From an optimization exercise on the open Yosys and OpenROAD flow, aimed at small area and a short achievable clock period; shortcuts taken in it are not production practice.
Only simulation tests tie the RTL to the original design; equivalence was not proved.
Power is estimated from default activity; no workload was simulated.

[flow/design.v]
module fp_add #(
    parameter pDATA_WIDTH = 64,
    parameter pEXP_WIDTH  = 11,
    parameter pFRAC_WIDTH = 52
) (
    input  [(pDATA_WIDTH-1):0] in_A,
    input  [(pDATA_WIDTH-1):0] in_B,
    input                      clk,
    input                      rst_n,
    input                      in_valid,
    output [(pDATA_WIDTH-1):0] result,
    output                     out_valid
);
    wire [10:0] ea_s0 = in_A[62:52];
    wire [10:0] eb_s0 = in_B[62:52];
    wire [6:0] dab_s0;
    wire [6:0] dba_s0;
    wire [5:0] dh_s0;
    fpa_add #(.N(7)) u_dab_0 (.a({1'b0, ea_s0[5:0]}), .b({1'b1, ~eb_s0[5:0]}), .ci(1'b1), .s(dab_s0));
    fpa_add #(.N(7)) u_dba_0 (.a({1'b0, eb_s0[5:0]}), .b({1'b1, ~ea_s0[5:0]}), .ci(1'b1), .s(dba_s0));
    fpa_add #(.N(6)) u_dh_0 (.a({1'b0, ea_s0[10:6]}), .b({1'b1, ~eb_s0[10:6]}), .ci(1'b1), .s(dh_s0));
    wire elt_s0 = dh_s0[5] | (~|dh_s0 & dab_s0[6]);
    reg v_al;
    always @(posedge clk or negedge rst_n)
        if (!rst_n) v_al <= 1'b0;
        else v_al <= in_valid;
    reg [63:0] A_al;
    always @(posedge clk) A_al <= in_A;
    reg [63:0] B_al;
    always @(posedge clk) B_al <= in_B;
    reg [6:0] dab_al;
    always @(posedge clk) dab_al <= dab_s0;
    reg [6:0] dba_al;
    always @(posedge clk) dba_al <= dba_s0;
    reg [5:0] dh_al;
    always @(posedge clk) dh_al <= dh_s0;
    reg elt_al;
    always @(posedge clk) elt_al <= elt_s0;
    wire xa_s1 = &A_al[62:52];
    wire xb_s1 = &B_al[62:52];
    wire mza_s1 = ~|A_al[51:0];
    wire mzb_s1 = ~|B_al[51:0];
    wire nan_s1 = (xa_s1 & ~mza_s1) | (xb_s1 & ~mzb_s1) | (xa_s1 & xb_s1 & (A_al[63] ^ B_al[63]));
    wire spec_s1 = xa_s1 | xb_s1;
    wire isg_s1 = xa_s1 ? A_al[63] : B_al[63];
    wire dh0_s1 = ~|dh_al;
    wire dh1_s1 = (dh_al == 6'd1);
    wire dhm_s1 = (dh_al == 6'h3F);
    wire sat_s1 = (~dh_al[5] & ~dh0_s1 & ~dh1_s1) | (dh1_s1 & ~dab_al[6]) | (dh_al[5] & ~dhm_s1) | (dhm_s1 & ~dba_al[6]);
    wire [5:0] sh_s1 = elt_al ? dba_al[5:0] : dab_al[5:0];
    wire eeq_s1 = dh0_s1 & ~|dab_al[5:0];
    wire ha_s1 = |A_al[62:52];
    wire hb_s1 = |B_al[62:52];
    wire [52:0] bm_s1 = elt_al ? {hb_s1, B_al[51:0]} : {ha_s1, A_al[51:0]};
    wire [52:0] sm_s1 = elt_al ? {ha_s1, A_al[51:0]} : {hb_s1, B_al[51:0]};
    wire [10:0] be_s1 = elt_al ? B_al[62:52] : A_al[62:52];
    wire mlt_s1;
    fpa_lt #(.N(52)) u_mlt_1 (.a(A_al[51:0]), .b(B_al[51:0]), .lt(mlt_s1));
    wire swap_s1 = elt_al | (eeq_s1 & mlt_s1);
    wire swm_s1 = eeq_s1 & mlt_s1;
    wire sgn_s1 = nan_s1 ? 1'b0 : (spec_s1 ? isg_s1 : (swap_s1 ? B_al[63] : A_al[63]));
    wire sub_s1 = A_al[63] ^ B_al[63];
    wire [55:0] r0_s1 = {sm_s1, 3'b000};
    wire [55:0] r1_s1 = sh_s1[0] ? {1'd0, r0_s1[55:1]} : r0_s1;
    wire t1_s1 = sh_s1[0] & r0_s1[0];
    wire [55:0] r2_s1 = sh_s1[1] ? {2'd0, r1_s1[55:2]} : r1_s1;
    wire t2_s1 = sh_s1[1] & |r1_s1[1:0];
    wire [55:0] r3_s1 = sh_s1[2] ? {4'd0, r2_s1[55:4]} : r2_s1;
    wire t3_s1 = sh_s1[2] & |r2_s1[3:0];
    wire s3_s1 = sh_s1[3] | sat_s1;
    wire s4_s1 = sh_s1[4] | sat_s1;
    wire s5_s1 = sh_s1[5] | sat_s1;
    wire [55:0] r4_s1 = s3_s1 ? {8'd0, r3_s1[55:8]} : r3_s1;
    wire t4_s1 = s3_s1 & |r3_s1[7:0];
    wire [55:0] r5_s1 = s4_s1 ? {16'd0, r4_s1[55:16]} : r4_s1;
    wire t5_s1 = s4_s1 & |r4_s1[15:0];
    wire [55:0] r6_s1 = s5_s1 ? {32'd0, r5_s1[55:32]} : r5_s1;
    wire t6_s1 = s5_s1 & |r5_s1[31:0];
    wire [55:0] al_s1 = {r6_s1[55:1], r6_s1[0] | t1_s1 | t2_s1 | t3_s1 | t4_s1 | t5_s1 | t6_s1};
    wire [10:0] be1_s1;
    fpa_inc #(.N(11)) u_be1_1 (.a(be_s1), .ci(1'b1), .s(be1_s1), .co());
    reg v_add;
    always @(posedge clk or negedge rst_n)
        if (!rst_n) v_add <= 1'b0;
        else v_add <= v_al;
    reg [55:0] al_add;
    always @(posedge clk) al_add <= al_s1;
    reg [10:0] be1_add;
    always @(posedge clk) be1_add <= be1_s1;
    reg [52:0] bm_add;
    always @(posedge clk) bm_add <= bm_s1;
    reg nan_add;
    always @(posedge clk) nan_add <= nan_s1;
    reg sgn_add;
    always @(posedge clk) sgn_add <= sgn_s1;
    reg spec_add;
    always @(posedge clk) spec_add <= spec_s1;
    reg sub_add;
    always @(posedge clk) sub_add <= sub_s1;
    reg swm_add;
    always @(posedge clk) swm_add <= swm_s1;
    wire ib_s2 = sub_add & swm_add;
    wire ia_s2 = sub_add & ~swm_add;
    wire [56:0] sum0_s2;
    fpa_add #(.N(57)) u_add_2 (.a({1'b0, bm_add, 3'b000} ^ {57{ib_s2}}), .b({1'b0, al_add} ^ {57{ia_s2}}), .ci(sub_add), .s(sum0_s2));
    wire [56:0] sum_s2 = spec_add ? {1'b1, 51'd0, nan_add, 4'd0} : sum0_s2;
    wire [10:0] bex_s2 = spec_add ? 11'h7FF : be1_add;
    reg v_n1;
    always @(posedge clk or negedge rst_n)
        if (!rst_n) v_n1 <= 1'b0;
        else v_n1 <= v_add;
    reg [10:0] bex_n1;
    always @(posedge clk) bex_n1 <= bex_s2;
    reg sgn_n1;
    always @(posedge clk) sgn_n1 <= sgn_add;
    reg [56:0] sum_n1;
    always @(posedge clk) sum_n1 <= sum_s2;
    wire z5_s3 = ~|sum_n1[56:25];
    wire [56:0] n1_s3 = z5_s3 ? {sum_n1[24:0], 32'd0} : sum_n1;
    wire z4_s3 = ~|n1_s3[56:41];
    wire [56:0] n2_s3 = z4_s3 ? {n1_s3[40:0], 16'd0} : n1_s3;
    wire [10:0] eh_s3;
    fpa_add #(.N(11)) u_eh_3 (.a(bex_n1), .b({5'b11111, ~z5_s3, ~z4_s3, 4'b1111}), .ci(1'b1), .s(eh_s3));
    wire z3_s4 = ~|n2_s3[56:49];
    wire [56:0] n3_s4 = z3_s4 ? {n2_s3[48:0], 8'd0} : n2_s3;
    wire z2_s5 = ~|n3_s4[56:53];
    wire [56:0] n4_s5 = z2_s5 ? {n3_s4[52:0], 4'd0} : n3_s4;
    reg v_n4;
    always @(posedge clk or negedge rst_n)
        if (!rst_n) v_n4 <= 1'b0;
        else v_n4 <= v_n1;
    reg [10:0] eh_n4;
    always @(posedge clk) eh_n4 <= eh_s3;
    reg [56:0] n4_n4;
    always @(posedge clk) n4_n4 <= n4_s5;
    reg sgn_n4;
    always @(posedge clk) sgn_n4 <= sgn_n1;
    reg z2_n4;
    always @(posedge clk) z2_n4 <= z2_s5;
    reg z3_n4;
    always @(posedge clk) z3_n4 <= z3_s4;
    wire z1_s6 = ~|n4_n4[56:55];
    wire [56:0] n5_s6 = z1_s6 ? {n4_n4[54:0], 2'd0} : n4_n4;
    wire z0_s6 = ~n5_s6[56];
    wire [56:0] n6_s6 = z0_s6 ? {n5_s6[55:0], 1'd0} : n5_s6;
    wire zero_s6 = ~n6_s6[56];
    wire [10:0] e1_s6;
    fpa_add #(.N(11)) u_e1_6 (.a(eh_n4), .b({7'b1111111, ~z3_n4, ~z2_n4, ~z1_s6, ~z0_s6}), .ci(1'b1), .s(e1_s6));
    wire rup_s6 = n6_s6[3] & (n6_s6[4] | |n6_s6[2:0]);
    wire [51:0] fm_s6 = n6_s6[55:4];
    wire [10:0] fe_s6 = zero_s6 ? 11'd0 : e1_s6;
    wire fs_s6 = sgn_n4 & ~zero_s6;
    wire fr_s6 = rup_s6;
    wire [62:0] mr_s7;
    fpa_inc #(.N(63)) u_inc_7 (.a({fe_s6, fm_s6}), .ci(fr_s6), .s(mr_s7), .co());
    wire [63:0] res_s7 = {fs_s6, mr_s7};
    reg v_o;
    always @(posedge clk or negedge rst_n)
        if (!rst_n) v_o <= 1'b0;
        else v_o <= v_n4;
    reg [63:0] res_o;
    always @(posedge clk) res_o <= res_s7;
    assign result = res_o;
    assign out_valid = v_o;
endmodule
module fpa_add #(parameter N = 8) (
    input  [N-1:0] a,
    input  [N-1:0] b,
    input          ci,
    output [N-1:0] s
);
    localparam M = N + 1;
    localparam L = (M <= 2) ? 1 : (M <= 4) ? 2 : (M <= 8) ? 3 : (M <= 16) ? 4 : (M <= 32) ? 5 : (M <= 64) ? 6 : 7;
    wire [M-1:0] g0 = {a & b, ci};
    wire [M-1:0] p0 = {a ^ b, 1'b0};
    wire [(L+1)*M-1:0] G, P;
    assign G[M-1:0] = g0;
    assign P[M-1:0] = p0;
    genvar l, i;
    generate
        for (l = 0; l < L; l = l + 1) begin : lv
            for (i = 0; i < M; i = i + 1) begin : bt
                if ((i >> l) & 1) begin : c
                    assign G[(l+1)*M+i] = G[l*M+i] | (P[l*M+i] & G[l*M+((i>>l)<<l)-1]);
                    assign P[(l+1)*M+i] = P[l*M+i] & P[l*M+((i>>l)<<l)-1];
                end else begin : w
                    assign G[(l+1)*M+i] = G[l*M+i];
                    assign P[(l+1)*M+i] = P[l*M+i];
                end
            end
        end
    endgenerate
    assign s = p0[M-1:1] ^ G[L*M +: N];
endmodule
module fpa_inc #(parameter N = 8) (
    input  [N-1:0] a,
    input          ci,
    output [N-1:0] s,
    output         co
);
    localparam M = N + 1;
    localparam L = (M <= 2) ? 1 : (M <= 4) ? 2 : (M <= 8) ? 3 : (M <= 16) ? 4 : (M <= 32) ? 5 : (M <= 64) ? 6 : 7;
    wire [(L+1)*M-1:0] P;
    assign P[M-1:0] = {a, ci};
    genvar l, i;
    generate
        for (l = 0; l < L; l = l + 1) begin : lv
            for (i = 0; i < M; i = i + 1) begin : bt
                if ((i >> l) & 1) begin : c
                    assign P[(l+1)*M+i] = P[l*M+i] & P[l*M+((i>>l)<<l)-1];
                end else begin : w
                    assign P[(l+1)*M+i] = P[l*M+i];
                end
            end
        end
    endgenerate
    assign s = a ^ P[L*M +: N];
    assign co = P[L*M+N];
endmodule
module fpa_lt #(parameter N = 8) (
    input  [N-1:0] a,
    input  [N-1:0] b,
    output         lt
);
    localparam L = (N <= 2) ? 1 : (N <= 4) ? 2 : (N <= 8) ? 3 : (N <= 16) ? 4 : (N <= 32) ? 5 : (N <= 64) ? 6 : 7;
    localparam W = 1 << L;
    wire [W-1:0] g0 = {{(W-N){1'b0}}, ~a & b};
    wire [W-1:0] e0 = {{(W-N){1'b1}}, ~(a ^ b)};
    wire [2*W-1:0] G, E;
    assign G[W +: W] = g0;
    assign E[W +: W] = e0;
    genvar i;
    generate
        for (i = 1; i < W; i = i + 1) begin : nd
            assign G[i] = G[2*i+1] | (E[2*i+1] & G[2*i]);
            assign E[i] = E[2*i+1] & E[2*i];
        end
    endgenerate
    assign lt = G[1];
endmodule
[flow/flow/run.sh]
#!/bin/bash
bash standard.sh ADDER_MAP_FILE= SETUP_SLACK_MARGIN=8.9 \
  "CTS_ARGS=-sink_clustering_enable -repair_clock_nets -sink_clustering_size 14 -sink_clustering_max_diameter 50 -balance_levels -dont_use_dummy_load -buf_list sky130_fd_sc_hd__clkbuf_8 -root_buf sky130_fd_sc_hd__clkbuf_16" \
  POST_GLOBAL_PLACE_TCL=$PWD/flow/post_gpl.tcl "BUFFER_PORTS_ARGS=-buffer_cell sky130_fd_sc_hd__buf_1" finish > standard.log 2>&1
[flow/flow/post_gpl.tcl]
# POST_GLOBAL_PLACE hook: every port got a buf_1 buffer (BUFFER_PORTS_ARGS); make the
# output ports' buffers buf_2, which drive the output load faster.
foreach port [get_ports -filter "direction == output"] {
  set net [get_nets [get_full_name $port]]
  foreach pin [get_pins -of_objects $net -filter "direction == output"] {
    set inst [get_cells -of_objects $pin]
    if {[get_property $inst ref_name] eq "sky130_fd_sc_hd__buf_1"} {
      replace_cell $inst sky130_fd_sc_hd__buf_2
    }
  }
}
[flow/standard.sh]
#!/bin/bash
# synth_recipe.tcl (not shown) runs the flow's synth.tcl, then flattens the netlist and writes it again
# the make line also repeats each setting of config.mk as NAME=value (left out here)
make -C /OpenROAD-flow-scripts/flow DESIGN_CONFIG=/design/flow/config.mk WORK_HOME=/design/flow/orfs CLKGATE_MAP_FILE= SYNTH_SCRIPT=/design/flow/synth_recipe.tcl "${@:-finish}"
[flow/config.mk]
export PLATFORM = sky130hd
export DESIGN_NAME = fp_add
export DESIGN_NICKNAME = fp_add
export VERILOG_FILES = /design/flow/design.v
export SDC_FILE = /design/flow/constraint.sdc
export NUM_CORES = 8
export LEC_CHECK = 0
export ABC_AREA = 1
export CAP_MARGIN = 20
export CORE_MARGIN = 2
export CORE_UTILIZATION = 60
export SLEW_MARGIN = 20
[flow/constraint.sdc]
create_clock -name core_clock -period 12.5 [get_ports {clk}]
set_input_delay 2.5000 -clock core_clock [delete_from_list [all_inputs] [get_ports {clk}]]
set_output_delay 2.5000 -clock core_clock [all_outputs]
set_load 0.01 [all_outputs]
==> run summary, run 1 <==
fin nets=4308; largest cells by area after synthesis=dfxtp_1 36%, nand2_1 18%, o21ai_0 6.8%; Syn. warnings=1; Syn Nets=4201; min cycle time layout=3570 ps; Slew @ Worst Pin=1130 ps; maxcap violations=0; CP endpoint kind=output port; input/output buffers=195; CTS tree=done; Clock Skew=55.7 ps; library cells used by synthesis=66; Vias per Instance=5.31; status=finished clean; final WL=73700 um; Cell Area, Synth=0.0269 sq mm; critical path type=reg2out; first drt pass iteration count=8; Post-DP HPWL=56900 um; Top FF cell, synth=dfxtp_1; post-synth top area share=35.5%; final setup TNS=0 ps; Placement Setup Slack=8300 ps; #FFs+latches synth=482; Max stage delay cell, worst path=dfrtp_1; n_diodes=0; CP top delay family=flip-flops; Final period util=28.5%; Worst-path clk slew=80 ps; synthesized area per cell=6.60 sq um; GR Overflow Total=0; clock root buffer=clkbuf_16; layout cell share with drive strength beyond 1=8.29%; Setup violations, final=0; most frequent cells in the layout=1263 x nand2_1, 474 x dfxtp_1, 410 x inv_1; worst-case vdd ir drop=130 uV; commonest non-fill, non-tap cell in the layout=nand2_1; largest net degree at the start of global routing=116; total clock buffers created by CTS=49; gr usage total=31.0%; LEAKAGE=0.0141 uW; number of global-route vias before repair=22700; fillers=4304; fin. max-slew vios=0; Die Height=216 um; Synth area leader=dfxtp_1; CP cell instances=buf_2; first-pass GRT wire length=117000 um; max_slew headroom=24.3%; fmax=280 MHz; Die ar.=0.0465 sq mm; TritonCTS Sinks=482; Async SR Flop Fraction=1.04%; hold crit path type=reg2reg; Worst EP arrival=1070 ps; Wirelength per Cell=15.5 um; DRC=0; CTS H-tree lvls=2; 1st-iter DRT viols=2499; critical path buffer and inverter count=1; Antenna Violating Nets Remaining=0; CP Max Fanout=1; Final Worst Setup Slack=8930 ps; Initial Util=60.8%; area delta synth->final=7.05%; RSZ-0062 raised after global routing=true; Boundary Pins=196; core area=0.0442 sq mm; Skew-Pair Late Insertion Delay=560 ps; cell count after synthesis=4070; Hold-fix buffers, CTS=0; vias=25300; register area share after synthesis=36.0%; initial antenna violation count=1; Power Density=178 mW/mm^2; Hold Vio Cnt, Final=0; Max stage delay on crit path=380 ps; Clock Path Buffers=3; number of synthesized flops with an enable pin=0; startpoint class of the critical path=flip-flop; cell row count=77; required time of the worst setup path=10000 ps; Die X=216 um
[power by group]
group,internal [uW],switching (uW),total [uW]
clock,386,494,880
sequential,1880,212,2090
combinational,720,1420,2140
total,2990,2120,5110
[cell families (layout without fill, tap and decap cells)]
family                 Yosys count  in the layout  synth area share, %
flip-flops                     482            482                 36.0
AO/OA/AOI/OAI                  611            611                 12.3
multiplexers                    24             24                0.894
AND/OR/NAND/NOR               2145           2152                 34.2
XOR/XNOR                       202            202                 6.96
buffers and inverters          606            704                 9.62
[Yosys cell counts, drive strengths merged (2+ instances only)]
cell type  number
a21boi          4
a21oi         112
a221oi          2
a31oi          12
and2            2
and3            3
buf            89
clkbuf         82
clkinv          2
dfrtp           5
dfxtp         477
inv           433
mux2i          24
nand2        1281
nand3         286
nand3b          2
nand4          57
nor2          360
nor3           40
nor3b           4
nor4           32
o211ai          8
o21a           25
o21ai         428
o21bai          4
o221ai          3
o22ai           8
or2            77
xnor2          53
xor2          149
[state kept, by name, summed over array words and instances, names as in the netlist, 6 cells and up]
| signal | flops |
|---|---|
| dab_al | 7 |
| al_add | 56 |
| B_al | 64 |
| dh_al | 6 |
| A_al | 64 |
| n4_n4 | 57 |
| sum_n1 | 57 |
| dba_al | 6 |
| bm_add | 53 |
| eh_n4 | 11 |
| be1_add | 11 |
| res_o | 64 |
| bex_n1 | 11 |
[final timing paths]
kind / cells past startpoint / slack, ps / start / to
min in group asynchronous: 1 / 1780 / rst_n / v_n4$_DFF_PN0_
hold / removal: 0 / 280 / sgn_n1$_DFF_P_ / sgn_n4$_DFF_P_
setup / recovery: 1 / 8930 / v_o$_DFF_PN0_ / out_valid
setup reg to reg: 19 / 9100 / elt_al$_DFF_P_ / al_add[0]$_DFF_P_
hold reg to reg: 0 / 280 / sgn_n1$_DFF_P_ / sgn_n4$_DFF_P_
max in group asynchronous: 1 / 10500 / rst_n / v_add$_DFF_PN0_
[cell type report]
cell class | instances | area (sq um) | area share, %
Timing Repair Buffer | 220 | 1080 | 3.76
Sequential cell | 482 | 9680 | 33.7
Inverter | 435 | 1660 | 5.77
Multi-Input combinational cell | 2989 | 14900 | 51.7
Tap cell | 592 | 741 | 2.57
Clock buffer | 49 | 731 | 2.54
[metrics by stage]
step / hold slack, ps / area [sq um] / util, % / cells / power [uW]
2_1_floorplan: 310 / 26900 / - / 4070 / 3630
3_3_place_gp: 311 / 27700 / 62.6 / 4708 / 4170
3_5_place_dp: 312 / 27800 / 62.8 / 4708 / 4190
4_1_cts: 275 / 28600 / 64.6 / 4759 / 5090
5_1_grt: 276 / 28800 / 65.1 / 4767 / 5500
6_report: 275 / 28800 / 65.1 / 4767 / 5110
[metal layers]
layer	up-vias	share of wire (%)	GRT usage, %
met5	-	0	0
met4	0	2.8	8.76
met3	140	8.3	5.17
met2	932	42	47.1
met1	11100	47	45.4
li1	13100	-	-
[repair_timing]
action / CTS / global route
setup buffers: 0 / 3
hold endpoints to repair: 0 / 0
cloned: 2 / 5
pin swaps: 2 / 6
setup endpoints to repair: 130 / 125
resized for setup: 11 / 34
==> inputs of run 2 (changes only) <==
==> flow/flow/run.sh (replaced) <==
#!/bin/bash
# The standard layout (standard.sh), with these changes:
#  - timing repair aimed below the clock period (SETUP_SLACK_MARGIN);
#  - clock tree: sink clusters of at most 16 flip-flops, clkbuf_8 below a clkbuf_16 root;
#  - port buffers: buf_1 on every port (BUFFER_PORTS_ARGS), then flow/post_gpl.tcl makes the
#    output ports' buffers buf_2.
# standard.sh's make output goes to standard.log; each step's full log is under orfs/logs.
bash standard.sh ADDER_MAP_FILE= SETUP_SLACK_MARGIN=8.9 \
  "CTS_ARGS=-sink_clustering_enable -repair_clock_nets -sink_clustering_size 16 -sink_clustering_max_diameter 60 -dont_use_dummy_load -buf_list sky130_fd_sc_hd__clkbuf_8 -root_buf sky130_fd_sc_hd__clkbuf_16" \
  POST_GLOBAL_PLACE_TCL=$PWD/flow/post_gpl.tcl "BUFFER_PORTS_ARGS=-buffer_cell sky130_fd_sc_hd__buf_1" finish > standard.log 2>&1
==> run summary, run 2 <==
largest net degree at the start of global routing=116; synth cell count leaders=1265 x nand2_1, 477 x dfxtp_1, 414 x inv_1; Max stage delay on crit path=380 ps; Die ar.=0.0465 sq mm; first drt pass iteration count=6; Initial Util=60.8%; count leader, synth=nand2_1; vias=25200; Synth area leader=dfxtp_1; Comb power frac=42.3%; Max stage delay cell, worst path=dfrtp_1; Hold-fix buffers, CTS=0; LEAKAGE=0.0140 uW; hold crit path type=reg2reg; number of global-route vias before repair=22500; Syn. warnings=1; critical path type=reg2out; Setup violations, final=0; Clock Path Buffers=3; largest cells by area after synthesis=dfxtp_1 36%, nand2_1 18%, o21ai_0 6.8%; initial antenna violation count=1; commonest non-fill, non-tap cell in the layout=nand2_1; cell row count=77; startpoint class of the critical path=flip-flop; max_slew headroom=26.6%; library cells used by synthesis=66; fin nets=4298; Die X=216 um; Slew @ Worst Pin=1090 ps; Top FF cell, synth=dfxtp_1; cell count after synthesis=4070; CP endpoint kind=output port; Wirelength per Cell=15.5 um; clock root buffer=clkbuf_16; largest registers=A_al: 64 flops, B_al: 64 flops, res_o: 64 flops; fmax=281 MHz; Syn Nets=4201; maxcap violations=0; RSZ-0062 raised after global routing=true; register area share after synthesis=36.0%; TritonCTS Sinks=482; final WL=73500 um; GR Overflow Total=0; final setup TNS=0 ps; worst-case vdd ir drop=141 uV; area delta synth->final=6.56%; Skew-Pair Late Insertion Delay=560 ps; critical path buffer and inverter count=1; fillers=4324; Async SR Flop Fraction=1.04%; CP Max Fanout=1; min cycle time layout=3550 ps; synthesized area per cell=6.60 sq um; #FFs+latches synth=482; Worst-path clk slew=90 ps; Net Sw Frac=41.8%; post-synth top area share=35.5%; Die Height=216 um; Final Power=5040 uW; fin. max-slew vios=0; Vias per Instance=5.30; Layout Cells excl Fill=4757; number of synthesized flops with an enable pin=0; status=finished clean; CP top delay family=flip-flops; CP cell instances=buf_2; gr usage total=30.9%; area of the multi-input gates=0.0149 sq mm; Post-DP HPWL=56900 um; Final period util=28.4%; Antenna Violating Nets Remaining=0; CTS tree=done; input/output buffers=195; placed cells=4708; final core occ=64.8%; layout cell share with drive strength beyond 1=8.07%; core area=0.0442 sq mm; internal power=2930 uW; n_diodes=0; sequential cell area=0.00968 sq mm; CTS H-tree lvls=2; total clock buffers created by CTS=41; P_sw=2110 uW; part of the power in the clock network=16.2%; required time of the worst setup path=10000 ps; Worst EP arrival=1050 ps; Hold Vio Cnt, Final=0; Flop pwr share=41.5%; most frequent cells in the layout=1263 x nand2_1, 474 x dfxtp_1, 410 x inv_1; Power Density=176 mW/mm^2; Boundary Pins=196; Cell Area, Synth=0.0269 sq mm; Clock Skew=46.5 ps; DRC=0; hold slack final=296 ps; first-pass GRT wire length=116000 um; 1st-iter DRT viols=2641
-- run 2: cell counts after synthesis --
No cell type changed its count.
-- run 2: logic make-up (layout without fill, tap and decap cells) --
| group | count (synthesis) | after routing | synth area share (%) |
|---|---|---|---|
| xor+xnor | 202 | 202 | 6.96 |
| simple gates | 2145 | 2151 | 34.2 |
| mux | 24 | 24 | 0.894 |
| buf+inv | 606 | 695 | 9.62 |
| compound gates | 611 | 611 | 12.3 |
| flops | 482 | 482 | 36.0 |
-- run 2: layout make-up --
| cell class | count | area share, % |
|---|---|---|
| tap | 592 | 2.59 |
| multi-input combinational | 2988 | 51.9 |
| timing repair buffer | 219 | 3.77 |
| inverter | 435 | 5.78 |
| sequential | 482 | 33.8 |
| clock buffer | 41 | 2.17 |
-- run 2: per-stage QoR --
| step | cell area, sq um | worst slack (ps) |
|---|---|---|
| 6_report | 28600 | 8950 |
| 5_1_grt | 28600 | 8890 |
| 4_1_cts | 28500 | 8870 |
| 3_5_place_dp | 27800 | 8300 |
| 3_3_place_gp | 27700 | 8340 |
| 2_1_floorplan | 26900 | 8840 |
-- run 2: repair_timing --
| item | in CTS | in global routing |
|---|---|---|
| setup buffers | 0 | 2 |
| pin swaps | 1 | 5 |
| cloned | 1 | 5 |
| endpoints found under the setup margin | 128 | 121 |
| gates resized for setup | 14 | 31 |
-- run 2: final timing paths --
| check | startpoint | end | slack (ps) | cells past startpoint |
|---|---|---|---|---|
| setup / recovery | v_o$_DFF_PN0_ | out_valid | 8950 | 1 |
| hold reg to reg | sgn_n1$_DFF_P_ | sgn_n4$_DFF_P_ | 300 | 0 |
| min in group asynchronous | rst_n | v_n4$_DFF_PN0_ | 1790 | 1 |
| setup reg to reg | elt_al$_DFF_P_ | al_add[0]$_DFF_P_ | 9110 | 20 |
| max in group asynchronous | rst_n | v_o$_DFF_PN0_ | 10490 | 1 |
| hold / removal | sgn_n1$_DFF_P_ | sgn_n4$_DFF_P_ | 300 | 0 |
-- run 2: power groups by stage --
stage	clock network, uW	registers (uW)	logic (uW)
floorplan	0	2090	1540
global placement	0	2120	2050
detailed placement	0	2120	2080
CTS	837	2090	2100
global route	890	2120	2420
finish	816	2090	2130
-- run 2: routing by layer --
| metal | global-route usage (%) | wire [um] |
|---|---|---|
| met1 | 45.3 | 34900 |
| met3 | 4.74 | 5880 |
| met4 | 8.39 | 1800 |
| met2 | 47.0 | 31000 |
| met5 | 0 | 0 |
==> inputs of run 3 (changes only) <==
--- a/flow/design.v
+++ b/flow/design.v
@@ -15,8 +15,6 @@
     wire [10:0] eb_s0 = in_B[62:52];
     wire [6:0] dab_s0;
-    wire [6:0] dba_s0;
     wire [5:0] dh_s0;
     fpa_add #(.N(7)) u_dab_0 (.a({1'b0, ea_s0[5:0]}), .b({1'b1, ~eb_s0[5:0]}), .ci(1'b1), .s(dab_s0));
-    fpa_add #(.N(7)) u_dba_0 (.a({1'b0, eb_s0[5:0]}), .b({1'b1, ~ea_s0[5:0]}), .ci(1'b1), .s(dba_s0));
     fpa_add #(.N(6)) u_dh_0 (.a({1'b0, ea_s0[10:6]}), .b({1'b1, ~eb_s0[10:6]}), .ci(1'b1), .s(dh_s0));
     wire elt_s0 = dh_s0[5] | (~|dh_s0 & dab_s0[6]);
@@ -31,6 +29,4 @@
     reg [6:0] dab_al;
     always @(posedge clk) dab_al <= dab_s0;
-    reg [6:0] dba_al;
-    always @(posedge clk) dba_al <= dba_s0;
     reg [5:0] dh_al;
     always @(posedge clk) dh_al <= dh_s0;
@@ -47,7 +43,9 @@
     wire dh1_s1 = (dh_al == 6'd1);
     wire dhm_s1 = (dh_al == 6'h3F);
-    wire sat_s1 = (~dh_al[5] & ~dh0_s1 & ~dh1_s1) | (dh1_s1 & ~dab_al[6]) | (dh_al[5] & ~dhm_s1) | (dhm_s1 & ~dba_al[6]);
-    wire [5:0] sh_s1 = elt_al ? dba_al[5:0] : dab_al[5:0];
-    wire eeq_s1 = dh0_s1 & ~|dab_al[5:0];
+    wire dlz_s1 = ~|dab_al[5:0];
+    wire sat_s1 = (~dh_al[5] & ~dh0_s1 & ~dh1_s1) | (dh1_s1 & ~dab_al[6]) | (dh_al[5] & ~dhm_s1) | (dhm_s1 & (dab_al[6] | dlz_s1));
+    wire [5:0] ngm_s1 = {|dab_al[4:0], |dab_al[3:0], |dab_al[2:0], |dab_al[1:0], dab_al[0], 1'b0};
+    wire [5:0] sh_s1 = dab_al[5:0] ^ ({6{elt_al}} & ngm_s1);
+    wire eeq_s1 = dh0_s1 & dlz_s1;
     wire ha_s1 = |A_al[62:52];
     wire hb_s1 = |B_al[62:52];
--- a/flow/config.mk
+++ b/flow/config.mk
@@ -10,3 +10,4 @@
 export CORE_MARGIN = 2
 export CORE_UTILIZATION = 60
+export PLACE_DENSITY = 0.75
 export SLEW_MARGIN = 20
==> run summary, run 3 <==
status=finished clean; Worst EP arrival=1020 ps; R2R Path Start=sum_n1[56]$_SDFF_PP1_; #FFs+latches synth=476; layout cell share with drive strength beyond 1=7.52%; Initial Util=61.1%; fin. max-slew vios=0; Layout Cells excl Fill=4694; area delta synth->final=7.55%; max_slew headroom=27.5%; total clock buffers created by CTS=41; cell count after synthesis=4005; largest cells by area after synthesis=dfxtp_1 36%, nand2_1 17%, o21ai_0 6.8%; fin nets=4242; final WL=73300 um; Die Height=214 um; Skew-Pair Late Insertion Delay=560 ps; largest registers=A_al: 64 flops, B_al: 64 flops, res_o: 64 flops; Syn. warnings=1; first drt pass iteration count=7; Top FF cell, synth=dfxtp_1; fmax=284 MHz; placed cells=4634; vias=25000; synth cell count leaders=1228 x nand2_1, 471 x dfxtp_1, 428 x inv_1; CP endpoint kind=output port; Max stage delay on crit path=330 ps; Slew @ Worst Pin=1080 ps; largest net degree at the start of global routing=88; most frequent cells in the layout=1225 x nand2_1, 468 x dfxtp_1, 423 x inv_1; worst hold start=bex_n1[1]$_SDFF_PP1_; CP Max Fanout=1; maxcap violations=0; commonest non-fill, non-tap cell in the layout=nand2_1; final core occ=65.7%; RSZ-0062 raised after global routing=false; Power Density=185 mW/mm^2; r2r setup slk=9130 ps; WHS Endpoint=eh_n4[1]$_DFF_P_; number of global-route vias before repair=22000; cell row count=76; depth of the most critical reg-to-reg path=22; Max stage delay cell, worst path=dfxtp_1; Setup violations, final=0; CTS tree=done; Post-DP HPWL=55200 um; hold slack final=333 ps; n_diodes=0; input/output buffers=195; final setup TNS=0 ps; GR Overflow Total=0; Final period util=28.2%; count leader, synth=nand2_1; hold crit path type=reg2reg; Vias per Instance=5.32; Clock Skew=74.4 ps; post-synth top area share=35.6%; CTS H-tree lvls=2; first-pass GRT wire length=113000 um; critical path type=reg2out; clock root buffer=clkbuf_16; DRC=0; number of synthesized flops with an enable pin=0; critical path buffer and inverter count=1; Worst-path clk slew=90 ps; Syn Nets=4136; Boundary Pins=196; CP cell instances=buf_2; min cycle time layout=3520 ps; startpoint class of the critical path=flip-flop; Hold Vio Cnt, Final=0; worst-case vdd ir drop=114 uV; Die ar.=0.0458 sq mm; Die X=214 um; library cells used by synthesis=64; Cell Area, Synth=0.0265 sq mm; initial antenna violation count=1; TritonCTS Sinks=476; core area=0.0434 sq mm; Hold-fix buffers, CTS=0; Synth area leader=dfxtp_1; Clock Path Buffers=3; gr usage total=30.5%; required time of the worst setup path=10000 ps; Async SR Flop Fraction=1.05%; Antenna Violating Nets Remaining=0; CP top delay family=flip-flops; LEAKAGE=0.0140 uW; Worst R2R End=n4_n4[37]$_DFF_P_; synthesized area per cell=6.61 sq um; 1st-iter DRT viols=2403; Wirelength per Cell=15.6 um; register area share after synthesis=36.1%; Hold Path Stages=0
[run 3: cell types whose count changed after synthesis, moves of 7 or more]
cell,change
buf_1,+10
buf_2,-7
clkbuf_1,-8
inv_1,+14
mux2i_1,+28
nand2_1,-37
nand3_1,-54
nand4_1,-13
nor2_2,-7
o21a_1,-10
o21ai_1,+31
or2_1,-14
xnor2_1,+8
[run 3: final cells by class]
| class | instances | area (sq um) |
|---|---|---|
| Tap cell | 585 | 732 |
| Timing Repair inverter | 2 | 15.0 |
| Inverter | 448 | 1710 |
| Multi-Input combinational cell | 2917 | 14600 |
| Fill cell | 4105 | 14900 |
| Sequential cell | 476 | 9560 |
| Timing Repair Buffer | 225 | 1270 |
| Clock buffer | 41 | 621 |
[run 3: what timing repair did]
action,CTS,global route
gates resized for setup,33,62
setup buffers,2,5
cloned,3,9
setup endpoints to repair,155,124
pin swaps,1,5
[run 3: power breakdown]
group          total [uW]  switching, uW  internal [uW]
clock network         815            484            331
registers            2070            205           1870
logic                2380           1580            800
[run 3: metrics by stage]
stage	area (sq um)	total power [uW]	setup WS, ps
6_report	28500	5270	8980
5_1_grt	28500	5670	8890
4_1_cts	28200	5200	8940
3_5_place_dp	27300	4370	8100
3_3_place_gp	27300	4330	8200
2_1_floorplan	26500	3780	8810
[run 3: logic make-up (layout without fill, tap and decap cells)]
kind of cell           Yosys count  in the layout  synth area share [%]
AND/OR/NAND/NOR               2019           2025                  32.4
flip-flops                     476            476                  36.1
XOR/XNOR                       203            203                  6.77
AO/OA/AOI/OAI                  637            637                  12.9
buffers and inverters          618            716                  9.90
multiplexers                    52             52                  1.97
[run 3: worst max path at each step]
stage                                     start                end  depth (start not counted)
final                         res_o[27]$_DFF_P_         result[27]                          1
after global routing                   in_B[52]     elt_al$_DFF_P_                         14
after CTS                     n4_n4[56]$_DFF_P_  res_o[44]$_DFF_P_                         15
after detailed placement  sum_n1[56]$_SDFF_PP1_  n4_n4[37]$_DFF_P_                         24
after global placement    sum_n1[53]$_SDFF_PP0_  n4_n4[50]$_DFF_P_                         24
after floorplan                        in_A[59]     elt_al$_DFF_P_                         11
[run 3: routing by layer]
layer | global-route usage [%] | share of wire, % | up-vias
li1 | - | - | 12900
met1 | 43.8 | 46 | 11100
met2 | 47.3 | 43 | 918
met3 | 5.94 | 8.5 | 116
met4 | 7.50 | 2.4 | 0
met5 | 0 | 0 | -
==> inputs of run 4 (changes only) <==
--- a/flow/flow/run.sh
+++ b/flow/flow/run.sh
@@ -6,5 +6,5 @@
 #    output ports' buffers buf_2.
 # standard.sh's make output goes to standard.log; each step's full log is under orfs/logs.
-bash standard.sh ADDER_MAP_FILE= SETUP_SLACK_MARGIN=8.9 \
+bash standard.sh ADDER_MAP_FILE= SETUP_SLACK_MARGIN=8.95 \
   "CTS_ARGS=-sink_clustering_enable -repair_clock_nets -sink_clustering_size 16 -sink_clustering_max_diameter 60 -dont_use_dummy_load -buf_list sky130_fd_sc_hd__clkbuf_8 -root_buf sky130_fd_sc_hd__clkbuf_16" \
   POST_GLOBAL_PLACE_TCL=$PWD/flow/post_gpl.tcl "BUFFER_PORTS_ARGS=-buffer_cell sky130_fd_sc_hd__buf_1" finish > standard.log 2>&1
==> run summary, run 4 <==
synth cell count leaders=1228 x nand2_1, 471 x dfxtp_1, 428 x inv_1; most frequent cells in the layout=1225 x nand2_1, 462 x dfxtp_1, 425 x inv_1; critical path buffer and inverter count=1; first-pass GRT wire length=111000 um; Hold Vio Cnt, Final=0; CTS tree=done; CP cell instances=buf_2; #FFs+latches synth=476; total clock buffers created by CTS=40; Power Density=184 mW/mm^2; maxcap violations=0; Worst-path clk slew=90 ps; Worst EP arrival=1010 ps; Clock Skew=66.5 ps; Antenna Violating Nets Remaining=0; area delta synth->final=7.49%; cell count after synthesis=4005; n_diodes=0; fin nets=4238; Clock Path Buffers=3; Slew @ Worst Pin=1200 ps; largest net degree at the start of global routing=116; Die Height=214 um; WHS Endpoint=sgn_n4$_DFF_P_; Setup violations, final=0; fillers=4116; Cell Area, Synth=0.0265 sq mm; R2R Path Start=sum_n1[26]$_SDFF_PP0_; Die ar.=0.0458 sq mm; Max stage delay on crit path=320 ps; min cycle time layout=3510 ps; M1 GR Usage=41.9%; GR Overflow Total=0; CTS H-tree lvls=2; LEAKAGE=0.0140 uW; Wirelength per Cell=15.3 um; fin area=0.0285 sq mm; number of global-route vias before repair=21900; 1st-iter DRT viols=2280; Initial Util=61.1%; Final period util=28.1%; CP endpoint kind=output port; Final Worst Setup Slack=8990 ps; r2r setup slk=9210 ps; Syn. warnings=1; fin. max-slew vios=0; clock root buffer=clkbuf_16; largest registers=A_al: 64 flops, B_al: 64 flops, res_o: 64 flops; Post-DP Area=0.0273 sq mm; Boundary Pins=196; met3 GRT Util=5.93%; worst hold start=sgn_n1$_DFF_P_; Skew-Pair Late Insertion Delay=550 ps; Synth area leader=dfxtp_1; hold slack final=309 ps; count leader, synth=nand2_1; largest cells by area after synthesis=dfxtp_1 36%, nand2_1 17%, o21ai_0 6.8%; worst-case vdd ir drop=109 uV; Top FF cell, synth=dfxtp_1; Syn Nets=4136; cell row count=76; CP Max Fanout=1; Worst R2R End=n4_n4[0]$_SDFF_PN0_; depth of the most critical reg-to-reg path=22; post-synth top area share=35.6%; max_slew headroom=19.5%; critical path type=reg2out; first drt pass iteration count=6; Hold Path Stages=0; Hold-fix buffers, CTS=0; Post-DP HPWL=54800 um; Async SR Flop Fraction=1.05%; commonest non-fill, non-tap cell in the layout=nand2_1; vias=24700; synthesized area per cell=6.61 sq um; status=finished clean; Die X=214 um; GR Layer Usage met2=46.8%; Vias per Instance=5.27; TritonCTS Sinks=476; CP top delay family=flip-flops; GR peak layer=met2; required time of the worst setup path=10000 ps; initial antenna violation count=0; startpoint class of the critical path=flip-flop; final setup TNS=0 ps; input/output buffers=195; DRC=0; core area=0.0434 sq mm; Max stage delay cell, worst path=dfxtp_1; register area share after synthesis=36.1%; Placement Setup Slack=8240 ps; layout cell share with drive strength beyond 1=7.65%; final WL=71600 um; hold crit path type=reg2reg; fmax=285 MHz; gr usage total=29.9%; number of synthesized flops with an enable pin=0; library cells used by synthesis=64; RSZ-0062 raised after global routing=false
[run 4: cell count changes in the layout (fill, tap and decap cells not counted), sizes merged]
| cell | delta |
|---|---|
| buf | -5 |
| inv | +2 |
| clkbuf | +3 |
| clkinvlp | -4 |
| clkinv | +1 |
| bufbuf | -1 |
[run 4: report_power, final]
| part | switching (uW) | leakage (uW) | internal (uW) |
|---|---|---|---|
| registers | 198 | 0.00401 | 1870 |
| clock network | 479 | 0.000313 | 324 |
| logic | 1570 | 0.00969 | 798 |
[run 4: area by class of cell]
type / count / area [sq um] / share of cell area (%)
well taps: 585 / 732 / 2.57
clock buffers: 40 / 607 / 2.13
inverters: 448 / 1700 / 5.97
flip-flops and latches: 476 / 9570 / 33.6
repair inverters: 1 / 7.51 / 0.0264
multi-input cells: 2917 / 14600 / 51.3
repair buffers: 223 / 1240 / 4.37
[run 4: layer usage]
metal,share of wire [%],wire length (um),up-vias
met1,45,32400,10800
met2,43,30900,870
li1,-,-,12900
met3,9.0,6450,108
met5,0,0,-
met4,2.4,1750,0
[run 4: metrics by stage]
step | cells | power [uW] | util, %
floorplan | 4005 | 3780 | -
global placement | 4635 | 4320 | 62.9
detailed placement | 4635 | 4360 | 63.1
CTS | 4676 | 5170 | 64.7
global route | 4690 | 5640 | 65.6
finish | 4690 | 5240 | 65.6
[run 4: worst max path at each step]
stage	slack, ps	cells after the start	start	end
after global routing	8940	14	in_B[52]	elt_al$_DFF_P_
after global placement	8360	24	sum_n1[53]$_SDFF_PP0_	n4_n4[43]$_DFF_P_
final	8990	1	res_o[27]$_DFF_P_	result[27]
after CTS	8960	1	res_o[58]$_DFF_P_	result[58]
after floorplan	8810	11	in_A[59]	elt_al$_DFF_P_
after detailed placement	8240	24	sum_n1[27]$_SDFF_PP0_	n4_n4[5]$_DFF_P_
[run 4: cells by family (layout without fill, tap and decap cells)]
group,after synthesis,count (layout),synth area share [%]
AO/OA/AOI/OAI,637,637,12.9
XOR/XNOR,203,203,6.77
buffers and inverters,618,712,9.90
flip-flops,476,476,36.1
multiplexers,52,52,1.97
AND/OR/NAND/NOR,2019,2025,32.4
[run 4: repair_timing]
item / 4_1_cts / 5_1_grt
pin swaps: 1 / 5
cloned: 1 / 9
setup buffers: 0 / 5
setup endpoints to repair: 149 / 141
resized for setup: 24 / 92
==> inputs of run 5 (changes only) <==
==> flow/flow/run.sh (replaced) <==
#!/bin/bash
bash standard.sh ADDER_MAP_FILE= SETUP_SLACK_MARGIN=8.95 \
  "CTS_ARGS=-sink_clustering_enable -repair_clock_nets -sink_clustering_size 16 -sink_clustering_max_diameter 60 -dont_use_dummy_load -buf_list sky130_fd_sc_hd__clkbuf_8 -root_buf sky130_fd_sc_hd__clkbuf_16" \
  POST_GLOBAL_PLACE_TCL=$PWD/flow/post_gpl.tcl "BUFFER_PORTS_ARGS=-buffer_cell sky130_fd_sc_hd__buf_1" finish > standard.log 2>&1
==> run summary, run 5 <==
#FFs+latches synth=476; synth cell count leaders=1228 x nand2_1, 471 x dfxtp_1, 428 x inv_1; Die X=214 um; Die Height=214 um; clock root buffer=clkbuf_16; Power Density=184 mW/mm^2; Post-DP HPWL=54800 um; max_slew headroom=19.5%; Net Sw Frac=42.9%; Initial Util=61.1%; vias=24700; required time of the worst setup path=10000 ps; GR Layer Usage met2=46.8%; Die ar.=0.0458 sq mm; first drt pass iteration count=6; internal power=2990 uW; post-synth top area share=35.6%; Syn Nets=4136; fin. max-slew vios=0; CP endpoint kind=output port; CTS H-tree lvls=2; first-pass GRT wire length=111000 um; CP top delay family=flip-flops; Vias per Instance=5.27; largest registers=A_al: 64 flops, B_al: 64 flops, res_o: 64 flops; n_diodes=0; Skew-Pair Late Insertion Delay=550 ps; number of global-route vias before repair=21900; Hold Path Stages=0; most frequent cells in the layout=1225 x nand2_1, 462 x dfxtp_1, 425 x inv_1; fin area=0.0285 sq mm; min cycle time layout=3510 ps; Max stage delay on crit path=320 ps; Post-DP Area=0.0273 sq mm; part of the power in the clock network=15.3%; maxcap violations=0; DRC=0; area delta synth->final=7.49%; TritonCTS Sinks=476; Max stage delay cell, worst path=dfxtp_1; core area=0.0434 sq mm; cell count after synthesis=4005; Comb power frac=45.2%; M1 GR Usage=41.9%; CP cell instances=buf_2; met3 GRT Util=5.93%; CP Launch Point=res_o[27]$_DFF_P_; status=finished clean; initial antenna violation count=0; hold crit path type=reg2reg; commonest non-fill, non-tap cell in the layout=nand2_1; total clock buffers created by CTS=40; Hold Vio Cnt, Final=0; CP Max Fanout=1; layout cell share with drive strength beyond 1=7.65%; Clock Skew=66.5 ps; RSZ-0062 raised after global routing=false; Worst EP arrival=1010 ps; worst-case vdd ir drop=109 uV; library cells used by synthesis=64; cell row count=76; final setup TNS=0 ps; R2R Path Start=sum_n1[26]$_SDFF_PP0_; Final Power=5240 uW; fillers=4116; Boundary Pins=196; final core occ=65.6%; GR Overflow Total=0; gr usage total=29.9%; fin nets=4238; Async SR Flop Fraction=1.05%; Cell Area, Synth=0.0265 sq mm; critical path type=reg2out; Antenna Violating Nets Remaining=0; critical path buffer and inverter count=1; count leader, synth=nand2_1; LEAKAGE=0.0140 uW; Final period util=28.1%; WHS Endpoint=sgn_n4$_DFF_P_; number of synthesized flops with an enable pin=0; final WL=71600 um; Syn. warnings=1; largest net degree at the start of global routing=116; largest cells by area after synthesis=dfxtp_1 36%, nand2_1 17%, o21ai_0 6.8%; GR peak layer=met2; Slew @ Worst Pin=1200 ps; Worst-path clk slew=90 ps; Clock Path Buffers=3; input/output buffers=195; P_sw=2250 uW; r2r setup slk=9210 ps; synthesized area per cell=6.61 sq um; startpoint class of the critical path=flip-flop; Wirelength per Cell=15.3 um; 1st-iter DRT viols=2280; Top FF cell, synth=dfxtp_1; CTS tree=done; fmax=285 MHz; worst hold start=sgn_n1$_DFF_P_; Setup violations, final=0; register area share after synthesis=36.1%; Worst R2R End=n4_n4[0]$_SDFF_PN0_; depth of the most critical reg-to-reg path=22; Flop pwr share=39.5%; Synth area leader=dfxtp_1
==> run 5: cell type report <==
cell class              count  area [sq um]  share of cell area (%)
inverters                 448          1700                    5.97
clock buffers              40           607                    2.13
well taps                 585           732                    2.57
repair buffers            223          1240                    4.37
multi-input cells        2917         14600                    51.3
repair inverters            1          7.51                  0.0264
flip-flops and latches    476          9570                    33.6
==> run 5: logic make-up after synthesis <==
| family | after synthesis | synth area share, % |
|---|---|---|
| AO/OA/AOI/OAI | 637 | 12.9 |
| flip-flops | 476 | 36.1 |
| AND/OR/NAND/NOR | 2019 | 32.4 |
| XOR/XNOR | 203 | 6.77 |
| multiplexers | 52 | 1.97 |
| buffers and inverters | 618 | 9.90 |
==> run 5: worst reg2reg max path, cell delays in order, from the launching register on <==
cell and delay, ps:
dfxtp_1 390, nor2_1 50, nand2_1 60, nor2_1 50, nand2_1 100, nor2_4 70, buf_12 150, nand2_1 70
nand2_1 60, nor2_1 110, nand2_1 120, nor2_4 190, nand2_2 190, buf_12 220, nand2_1 70, nand2_1 70
nand2_1 120, nor2_4 60, nand2_2 80, buf_12 290, clkinvlp_4 320, nor2_1 180, a21boi_0 190
==> run 5: worst max path at each step <==
stage                         to  depth (start not counted)
2_1_floorplan     elt_al$_DFF_P_                         11
3_3_place_gp   n4_n4[43]$_DFF_P_                         24
3_5_place_dp    n4_n4[5]$_DFF_P_                         24
4_1_cts               result[58]                          1
5_1_grt           elt_al$_DFF_P_                         14
6_report              result[27]                          1
==> run 5: timing repair <==
action,CTS,global route
gates resized for setup,24,92
hold buffers,0,0
setup endpoints to repair,149,141
pin swaps,1,5
buffers inserted,0,5
cloned,1,9
==> run 5: power by group through the flow <==
stage / clock, uW / combinational [uW] / sequential, uW
after floorplan: 0 / 1700 / 2070
after global placement: 0 / 2230 / 2100
after detailed placement: 0 / 2270 / 2090
after CTS: 823 / 2290 / 2060
after global routing: 874 / 2670 / 2100
final: 803 / 2370 / 2070
==> run 5: routing by layer <==
metal / vias to the layer above / part of all wire [%] / wire length (um)
met3: 108 / 9.0 / 6450
met4: 0 / 2.4 / 1750
met2: 870 / 43 / 30900
li1: 12900 / - / -
met5: - / 0 / 0
met1: 10800 / 45 / 32400
==> run 5: through the flow <==
step                      setup slack (ps)  std cells  hold slack, ps
after CTS                             8960       4676             307
after floorplan                       8810       4005             310
after global placement                8360       4635             310
after global routing                  8940       4690             312
after detailed placement              8240       4635             312
final                                 8990       4690             309
==> inputs of run 6 (changes only) <==
==> flow/flow/run.sh (replaced) <==
#!/bin/bash
bash standard.sh ADDER_MAP_FILE= SETUP_SLACK_MARGIN=8.9 \
  "CTS_ARGS=-sink_clustering_enable -repair_clock_nets -sink_clustering_size 16 -sink_clustering_max_diameter 60 -dont_use_dummy_load -buf_list sky130_fd_sc_hd__clkbuf_8 -root_buf sky130_fd_sc_hd__clkbuf_16" \
  POST_GLOBAL_PLACE_TCL=$PWD/flow/post_gpl.tcl "BUFFER_PORTS_ARGS=-buffer_cell sky130_fd_sc_hd__buf_1" finish > standard.log 2>&1
--- a/flow/config.mk
+++ b/flow/config.mk
@@ -10,4 +10,3 @@
 export CORE_MARGIN = 2
 export CORE_UTILIZATION = 60
-export PLACE_DENSITY = 0.75
 export SLEW_MARGIN = 20
==> run summary, run 6 <==
total clock buffers created by CTS=42; Skew-Pair Late Insertion Delay=570 ps; hold slack final=291 ps; Worst EP arrival=1030 ps; Hold Vio Cnt, Final=0; Max stage delay cell, worst path=dfxtp_1; first-pass GRT wire length=116000 um; gr usage total=31.3%; critical path buffer and inverter count=1; Worst-path clk slew=90 ps; post-synth top area share=35.6%; Max stage delay on crit path=340 ps; CTS H-tree lvls=2; Slew @ Worst Pin=957 ps; area delta synth->final=7.31%; Antenna Violating Nets Remaining=0; CP top delay family=flip-flops; TritonCTS Sinks=476; input/output buffers=195; Worst R2R End=al_add[0]$_DFF_P_; Wirelength per Cell=15.8 um; r2r setup slk=9080 ps; fmax=283 MHz; worst hold start=bex_n1[2]$_SDFF_PP1_; CP cell instances=buf_2; number of synthesized flops with an enable pin=0; Power Density=186 mW/mm^2; #FFs+latches synth=476; fin nets=4240; number of global-route vias before repair=22000; final WL=74100 um; 1st-iter DRT viols=2589; first drt pass iteration count=9; commonest non-fill, non-tap cell in the layout=nand2_1; status=finished clean; Initial Util=61.1%; library cells used by synthesis=64; Async SR Flop Fraction=1.05%; layout cell share with drive strength beyond 1=7.38%; startpoint class of the critical path=flip-flop; Hold-fix buffers, CTS=0; Synth area leader=dfxtp_1; R2R Path Start=elt_al$_DFF_P_; core area=0.0434 sq mm; CP endpoint kind=output port; Clock Path Buffers=3; max_slew headroom=35.6%; hold crit path type=reg2reg; Top FF cell, synth=dfxtp_1; Die Height=214 um; Boundary Pins=196; GR Overflow Total=0; Hold Path Stages=0; fin. max-slew vios=0; Die ar.=0.0458 sq mm; CP Max Fanout=1; CTS tree=done; largest cells by area after synthesis=dfxtp_1 36%, nand2_1 17%, o21ai_0 6.8%; critical path type=reg2out; required time of the worst setup path=10000 ps; count leader, synth=nand2_1; clock root buffer=clkbuf_16; final setup TNS=0 ps; Die X=214 um; Syn Nets=4136; Vias per Instance=5.33; largest registers=A_al: 64 flops, B_al: 64 flops, res_o: 64 flops; synth cell count leaders=1228 x nand2_1, 471 x dfxtp_1, 428 x inv_1; Post-DP HPWL=57000 um; initial antenna violation count=1; largest net degree at the start of global routing=113; RSZ-0062 raised after global routing=true; Final period util=28.2%; LEAKAGE=0.0140 uW; vias=25000; worst-case vdd ir drop=109 uV; synthesized area per cell=6.61 sq um; WHS Endpoint=eh_n4[2]$_DFF_P_; Syn. warnings=1; depth of the most critical reg-to-reg path=18; cell row count=76; min cycle time layout=3530 ps; Setup violations, final=0; cell count after synthesis=4005; Cell Area, Synth=0.0265 sq mm; register area share after synthesis=36.1%; Clock Skew=56.7 ps; DRC=0; maxcap violations=0; most frequent cells in the layout=1226 x nand2_1, 468 x dfxtp_1, 425 x inv_1
## run 6: cell counts after synthesis
Identical to the previous run, type by type.
## run 6: worst register-to-register path: stages (launching register included)
cell	delay, ps
dfxtp_4	480
buf_12	250
clkinvlp_2	590
nand2_1	260
nand3_1	80
o21ai_0	200
nand2_1	90
nand2_1	100
o21ai_0	120
o21ai_0	400
nand2_1	140
nand2_1	90
nand2_1	50
nor2_1	130
nand2_1	80
nor2_1	100
nand3_1	70
nand2_1	60
nand2_1	50
## run 6: power by group
part	switching [uW]	internal [uW]
registers	205	1870
clock network	490	338
logic	1580	792
total	2280	3000
## run 6: repair_timing
action | in CTS | in global routing
resized for setup | 23 | 57
endpoints found under the setup margin | 147 | 129
buffers inserted | 1 | 4
cloned | 0 | 7
pin swaps | 0 | 3
## run 6: cell type report
type                            count  area [sq um]
Antenna cell                        1          2.50
Inverter                          448          1700
Sequential cell                   476          9570
Tap cell                          585           732
Multi-Input combinational cell   2914         14500
Clock buffer                       42           634
Timing Repair Buffer              226          1260
Fill cell                        4182         14900
Timing Repair inverter              1          5.00
## run 6: cells by family (layout without fill, tap and decap cells)
group	count (synthesis)	in the layout	share of synthesized area [%]
buffers and inverters	618	717	9.90
AOI/OAI and AO/OA	637	637	12.9
DFF	476	476	36.1
and+or+nand+nor	2019	2022	32.4
xor gates and xnor gates	203	203	6.77
other	0	1	0
muxes	52	52	1.97
## run 6: how the worst max path moves through the flow
stage / end / depth (start not counted) / startpoint / slack [ps]
4_1_cts: n4_n4[50]$_DFF_P_ / 25 / sum_n1[52]$_SDFF_PP0_ / 8920
2_1_floorplan: elt_al$_DFF_P_ / 11 / in_A[59] / 8810
6_report: result[17] / 1 / res_o[17]$_DFF_P_ / 8970
3_3_place_gp: al_add[0]$_DFF_P_ / 19 / elt_al$_DFF_P_ / 8450
5_1_grt: al_add[0]$_DFF_P_ / 20 / dab_al[0]$_DFF_P_ / 8860
3_5_place_dp: sum_n1[39]$_SDFF_PP0_ / 17 / sub_add$_DFF_P_ / 8400
## run 6: through the flow
| stage | instance area [sq um] | utilization (%) | std cells | setup slack, ps | total power [uW] |
|---|---|---|---|---|---|
| 3_3_place_gp | 27300 | 62.9 | 4638 | 8450 | 4360 |
| 6_report | 28400 | 65.5 | 4693 | 8970 | 5280 |
| 5_1_grt | 28400 | 65.5 | 4692 | 8860 | 5690 |
| 4_1_cts | 28100 | 64.8 | 4681 | 8920 | 5230 |
| 2_1_floorplan | 26500 | - | 4005 | 8810 | 3780 |
| 3_5_place_dp | 27400 | 63.1 | 4638 | 8400 | 4390 |
## run 6: routing by layer
layer	wire length, um	GRT usage, %	vias up
li1	-	-	12900
met1	34900	46.0	11100
met2	30900	47.2	883
met3	6430	5.66	126
met4	1820	8.36	2
met5	11	0	-
==> inputs of run 7 (changes only) <==
--- a/flow/config.mk
+++ b/flow/config.mk
@@ -10,3 +10,4 @@
 export CORE_MARGIN = 2
 export CORE_UTILIZATION = 60
+export PLACE_DENSITY = 0.75
 export SLEW_MARGIN = 20
==> run summary, run 7 <==
status=finished clean; cell count after synthesis=4005; Clock Path Buffers=3; Wirelength per Cell=15.6 um; internal power=3000 uW; largest registers=A_al: 64 flops, B_al: 64 flops, res_o: 64 flops; Syn Nets=4136; Final Worst Setup Slack=8980 ps; P_sw=2270 uW; WP depth=1; register area share after synthesis=36.1%; GR Layer Usage met2=47.3%; LEAKAGE=0.0140 uW; r2r setup slk=9130 ps; Slew @ Worst Pin=1080 ps; required time of the worst setup path=10000 ps; Top FF cell, synth=dfxtp_1; fin nets=4242; worst-case vdd ir drop=114 uV; final WL=73300 um; final setup TNS=0 ps; Clock Skew=74.4 ps; CP Max Fanout=1; Placement Setup Slack=8100 ps; GR peak layer=met2; Net Sw Frac=43.1%; number of global-route vias before repair=22000; Power Density=185 mW/mm^2; Antenna Violating Nets Remaining=0; RSZ-0062 raised after global routing=false; cell row count=76; Hold Vio Cnt, Final=0; Boundary Pins=196; library cells used by synthesis=64; Post-DP Area=0.0273 sq mm; gr usage total=30.5%; maxcap violations=0; clock root buffer=clkbuf_16; startpoint class of the critical path=flip-flop; n_diodes=0; post-synth top area share=35.6%; max_slew headroom=27.5%; Max stage delay cell, worst path=dfxtp_1; CTS H-tree lvls=2; 1st-iter DRT viols=2403; CP endpoint kind=output port; first drt pass iteration count=7; count leader, synth=nand2_1; largest net degree at the start of global routing=88; input/output buffers=195; met3 GRT Util=5.94%; Cell Area, Synth=0.0265 sq mm; #FFs+latches synth=476; CP top delay family=flip-flops; synth cell count leaders=1228 x nand2_1, 471 x dfxtp_1, 428 x inv_1; area delta synth->final=7.55%; Die ar.=0.0458 sq mm; Skew-Pair Late Insertion Delay=560 ps; Post-DP HPWL=55200 um; Hold Path Stages=0; part of the power in the clock network=15.5%; Worst-path clk slew=90 ps; Synth area leader=dfxtp_1; GR Overflow Total=0; CP cell instances=buf_2; Final period util=28.2%; Comb power frac=45.2%; Die X=214 um; layout cell share with drive strength beyond 1=7.52%; Worst EP arrival=1020 ps; initial antenna violation count=1; Max stage delay on crit path=330 ps; fin area=0.0285 sq mm; hold crit path type=reg2reg; Die Height=214 um; fmax=284 MHz; total clock buffers created by CTS=41; Vias per Instance=5.32; critical path buffer and inverter count=1; commonest non-fill, non-tap cell in the layout=nand2_1; most frequent cells in the layout=1225 x nand2_1, 468 x dfxtp_1, 423 x inv_1; fin. max-slew vios=0; synthesized area per cell=6.61 sq um; TritonCTS Sinks=476; critical path type=reg2out; Syn. warnings=1; Flop pwr share=39.4%; M1 GR Usage=43.8%; DRC=0; core area=0.0434 sq mm; first-pass GRT wire length=113000 um; min cycle time layout=3520 ps; CTS tree=done; vias=25000; depth of the most critical reg-to-reg path=22; Setup violations, final=0; Initial Util=61.1%; largest cells by area after synthesis=dfxtp_1 36%, nand2_1 17%, o21ai_0 6.8%; number of synthesized flops with an enable pin=0; Async SR Flop Fraction=1.05%
-- run 7: final cells by class --
type,count,area [sq um]
flip-flops and latches,476,9560
clock buffers,41,621
repair inverters,2,15.0
repair buffers,225,1270
fillers,4105,14900
inverters,448,1710
multi-input cells,2917,14600
well taps,585,732
-- run 7: kinds of logic (layout without fill, tap and decap cells) --
group	Yosys count	after routing	share of synthesized area, %
muxes	52	52	1.97
DFF	476	476	36.1
and+or+nand+nor	2019	2025	32.4
buffers and inverters	618	716	9.90
AOI/OAI and AO/OA	637	637	12.9
xor gates and xnor gates	203	203	6.77
-- run 7: per-stage QoR --
stage / cells / util [%] / power [uW] / hold WS, ps
after global routing: 4694 / 65.7 / 5670 / 350
after global placement: 4634 / 62.8 / 4330 / 310
after detailed placement: 4634 / 63.0 / 4370 / 312
final: 4694 / 65.7 / 5270 / 333
after floorplan: 4005 / - / 3780 / 310
after CTS: 4680 / 64.9 / 5200 / 335
-- run 7: worst paths after layout --
path	endpoint	from
worst min register to register	eh_n4[1]$_DFF_P_	bex_n1[1]$_SDFF_PP1_
worst min-delay path	eh_n4[1]$_DFF_P_	bex_n1[1]$_SDFF_PP1_
min in group asynchronous	v_al$_DFF_PN0_	rst_n
worst max register to register	n4_n4[37]$_DFF_P_	sum_n1[56]$_SDFF_PP1_
worst max-delay path	result[27]	res_o[27]$_DFF_P_
max in group asynchronous	v_o$_DFF_PN0_	rst_n
-- run 7: timing repair --
action,in CTS,in global routing
endpoints found under the setup margin,155,124
pin swaps,1,5
hold buffers,0,0
cloned,3,9
buffers inserted,2,5
resized for setup,33,62
-- run 7: metal layers --
layer | share of wire (%) | up-vias
li1 | - | 12900
met1 | 46 | 11100
met2 | 43 | 918
met3 | 8.5 | 116
met4 | 2.4 | 0
met5 | 0 | -
-- run 7: power by group through the flow --
stage               logic [uW]  registers [uW]  clock network [uW]
floorplan                 1700            2070                   0
global placement          2230            2100                   0
detailed placement        2280            2100                   0
CTS                       2310            2070                 830
global route              2680            2100                 885
finish                    2380            2070                 815
==> inputs of run 8 (changes only) <==
==> flow/flow/run.sh (replaced) <==
#!/bin/bash
bash standard.sh ADDER_MAP_FILE= SETUP_SLACK_MARGIN=8.85 \
  "CTS_ARGS=-sink_clustering_enable -repair_clock_nets -sink_clustering_size 16 -sink_clustering_max_diameter 60 -dont_use_dummy_load -buf_list sky130_fd_sc_hd__clkbuf_8 -root_buf sky130_fd_sc_hd__clkbuf_16" \
  POST_GLOBAL_PLACE_TCL=$PWD/flow/post_gpl.tcl "BUFFER_PORTS_ARGS=-buffer_cell sky130_fd_sc_hd__buf_1" finish > standard.log 2>&1
==> run summary, run 8 <==
Wirelength per Cell=15.4 um; fin nets=4238; Final period util=28.2%; maxcap violations=0; CP Max Fanout=1; Layout Cells excl Fill=4690; Final Worst Setup Slack=8980 ps; final WL=72400 um; GR Overflow Total=0; n_diodes=0; vias=24800; first drt pass iteration count=6; gr usage total=30.4%; number of synthesized flops with an enable pin=0; LEAKAGE=0.0140 uW; Antenna Violating Nets Remaining=0; largest net degree at the start of global routing=110; cell row count=76; post-synth top area share=35.6%; register area share after synthesis=36.1%; CP top delay family=flip-flops; largest cells by area after synthesis=dfxtp_1 36%, nand2_1 17%, o21ai_0 6.8%; synthesized area per cell=6.61 sq um; cell count after synthesis=4005; Boundary Pins=196; Die ar.=0.0458 sq mm; 1st-iter DRT viols=2424; DRC=0; Final Power=5250 uW; placed cells=4634; TritonCTS Sinks=476; Placement Setup Slack=8100 ps; CTS tree=done; Clock Path Buffers=3; Clock Skew=72.7 ps; Top FF cell, synth=dfxtp_1; #FFs+latches synth=476; first-pass GRT wire length=113000 um; Async SR Flop Fraction=1.05%; CTS H-tree lvls=2; Power Density=185 mW/mm^2; final core occ=65.5%; Skew-Pair Late Insertion Delay=560 ps; initial antenna violation count=1; total clock buffers created by CTS=41; layout cell share with drive strength beyond 1=7.38%; Setup violations, final=0; Worst EP arrival=1020 ps; startpoint class of the critical path=flip-flop; Hold Vio Cnt, Final=0; Synth area leader=dfxtp_1; RSZ-0062 raised after global routing=false; largest registers=A_al: 64 flops, B_al: 64 flops, res_o: 64 flops; Syn Nets=4136; fin. max-slew vios=0; synth cell count leaders=1228 x nand2_1, 471 x dfxtp_1, 428 x inv_1; Max stage delay on crit path=330 ps; Die Height=214 um; CP endpoint kind=output port; max_slew headroom=27.2%; Vias per Instance=5.29; final setup TNS=0 ps; input/output buffers=195; required time of the worst setup path=10000 ps; status=finished clean; CP cell instances=buf_2; most frequent cells in the layout=1225 x nand2_1, 468 x dfxtp_1, 424 x inv_1; area delta synth->final=7.22%; core area=0.0434 sq mm; number of global-route vias before repair=21900; Max stage delay cell, worst path=dfxtp_1; Die X=214 um; Initial Util=61.1%; count leader, synth=nand2_1; min cycle time layout=3520 ps; Cell Area, Synth=0.0265 sq mm; commonest non-fill, non-tap cell in the layout=nand2_1; critical path buffer and inverter count=1; fmax=284 MHz; Worst-path clk slew=90 ps; Slew @ Worst Pin=1080 ps; worst-case vdd ir drop=112 uV; Post-DP HPWL=55200 um; library cells used by synthesis=64; clock root buffer=clkbuf_16; critical path type=reg2out; Syn. warnings=1; hold crit path type=reg2reg
[run 8: cell families after synthesis]
family	share of synthesized area, %
compound gates	12.9
xor+xnor	6.77
buf+inv	9.90
flops	36.1
mux	1.97
simple gates	32.4
[run 8: stage by stage]
stage / instance area (sq um) / hold slack [ps]
2_1_floorplan: 26500 / 310
3_3_place_gp: 27300 / 310
3_5_place_dp: 27300 / 312
4_1_cts: 28100 / 335
5_1_grt: 28400 / 350
6_report: 28400 / 333
[run 8: what timing repair did]
action / CTS / global route
buffers inserted: 1 / 8
gates cloned: 2 / 4
hold buffers: 0 / 0
endpoints found under the setup margin: 152 / 127
resized for setup: 27 / 47
pin swaps: 1 / 2
[run 8: worst paths after layout]
check	cells past startpoint	from	to	slack (ps)
worst max-delay path	1	res_o[27]$_DFF_P_	result[27]	8980
worst min-delay path	0	bex_n1[1]$_SDFF_PP1_	eh_n4[1]$_DFF_P_	330
worst max register to register	18	elt_al$_DFF_P_	al_add[0]$_DFF_P_	9060
worst min register to register	0	bex_n1[1]$_SDFF_PP1_	eh_n4[1]$_DFF_P_	330
max in group asynchronous	1	rst_n	v_o$_DFF_PN0_	10510
min in group asynchronous	1	rst_n	v_al$_DFF_PN0_	1760
[run 8: layout make-up]
| cell class | count | area, sq um |
|---|---|---|
| flip-flops and latches | 476 | 9560 |
| multi-input cells | 2914 | 14500 |
| clock buffers | 41 | 621 |
| fillers | 4111 | 15000 |
| inverters | 448 | 1710 |
| repair inverters | 1 | 7.51 |
| repair buffers | 225 | 1220 |
| well taps | 585 | 732 |
[run 8: power by group]
part | internal (uW) | switching, uW | leakage (uW) | total, uW
clock | 331 | 483 | 0.000320 | 814
sequential | 1870 | 204 | 0.00401 | 2070
combinational | 795 | 1570 | 0.00965 | 2370
total | 2990 | 2260 | 0.0140 | 5250
[run 8: layer usage]
| layer | vias up | GRT usage, % | routed length (um) |
|---|---|---|---|
| li1 | 12900 | - | - |
| met1 | 11000 | 43.7 | 33100 |
| met2 | 855 | 47.0 | 31300 |
| met3 | 104 | 5.94 | 6310 |
| met4 | 0 | 7.50 | 1670 |
| met5 | - | 0 | 0 |
[run 8: worst register-to-register path, delay by kind of cell (launching register included)]
kind | cells | cell delay, ps
xor gates and xnor gates | 1 | 180
buffers and inverters | 4 | 960
DFF | 1 | 450
and+or+nand+nor | 10 | 930
AOI/OAI and AO/OA | 3 | 800

## separate check: timing with driven ports
In the flow no input, the clock included, has a driving cell. The finished layouts below were timed again as built, in two steps. Step 1 sets driving cells, clkbuf_16 on the clock port and buf_2 on the other inputs (assumed; they add their load-dependent delay and slew). Step 2, shift: input delay + t, output delay - t, t = (earliest + latest rising clock arrival at the registers) / 2. This alone moves slack from input paths to output paths. Slacks: no drivers / after step 1 / after step 2; pairs: no drivers / after step 1.
| run | t (ns) | setup slack, ns |
|---|---|---|
| run 1 | 0.591 | 8.932 / 8.873 / 8.501 |
| run 2 | 0.593 | 8.945 / 8.886 / 8.497 |
| run 3 | 0.584 | 8.980 / 8.922 / 8.464 |
| run 4 | 0.584 | 8.993 / 8.932 / 8.508 |
| run 5 | 0.584 | 8.993 / 8.932 / 8.508 |
| run 6 | 0.601 | 8.969 / 8.910 / 8.499 |
| run 7 | 0.584 | 8.980 / 8.922 / 8.464 |
| run 8 | 0.582 | 8.978 / 8.920 / 8.461 |
After both steps every run listed still meets setup and hold.
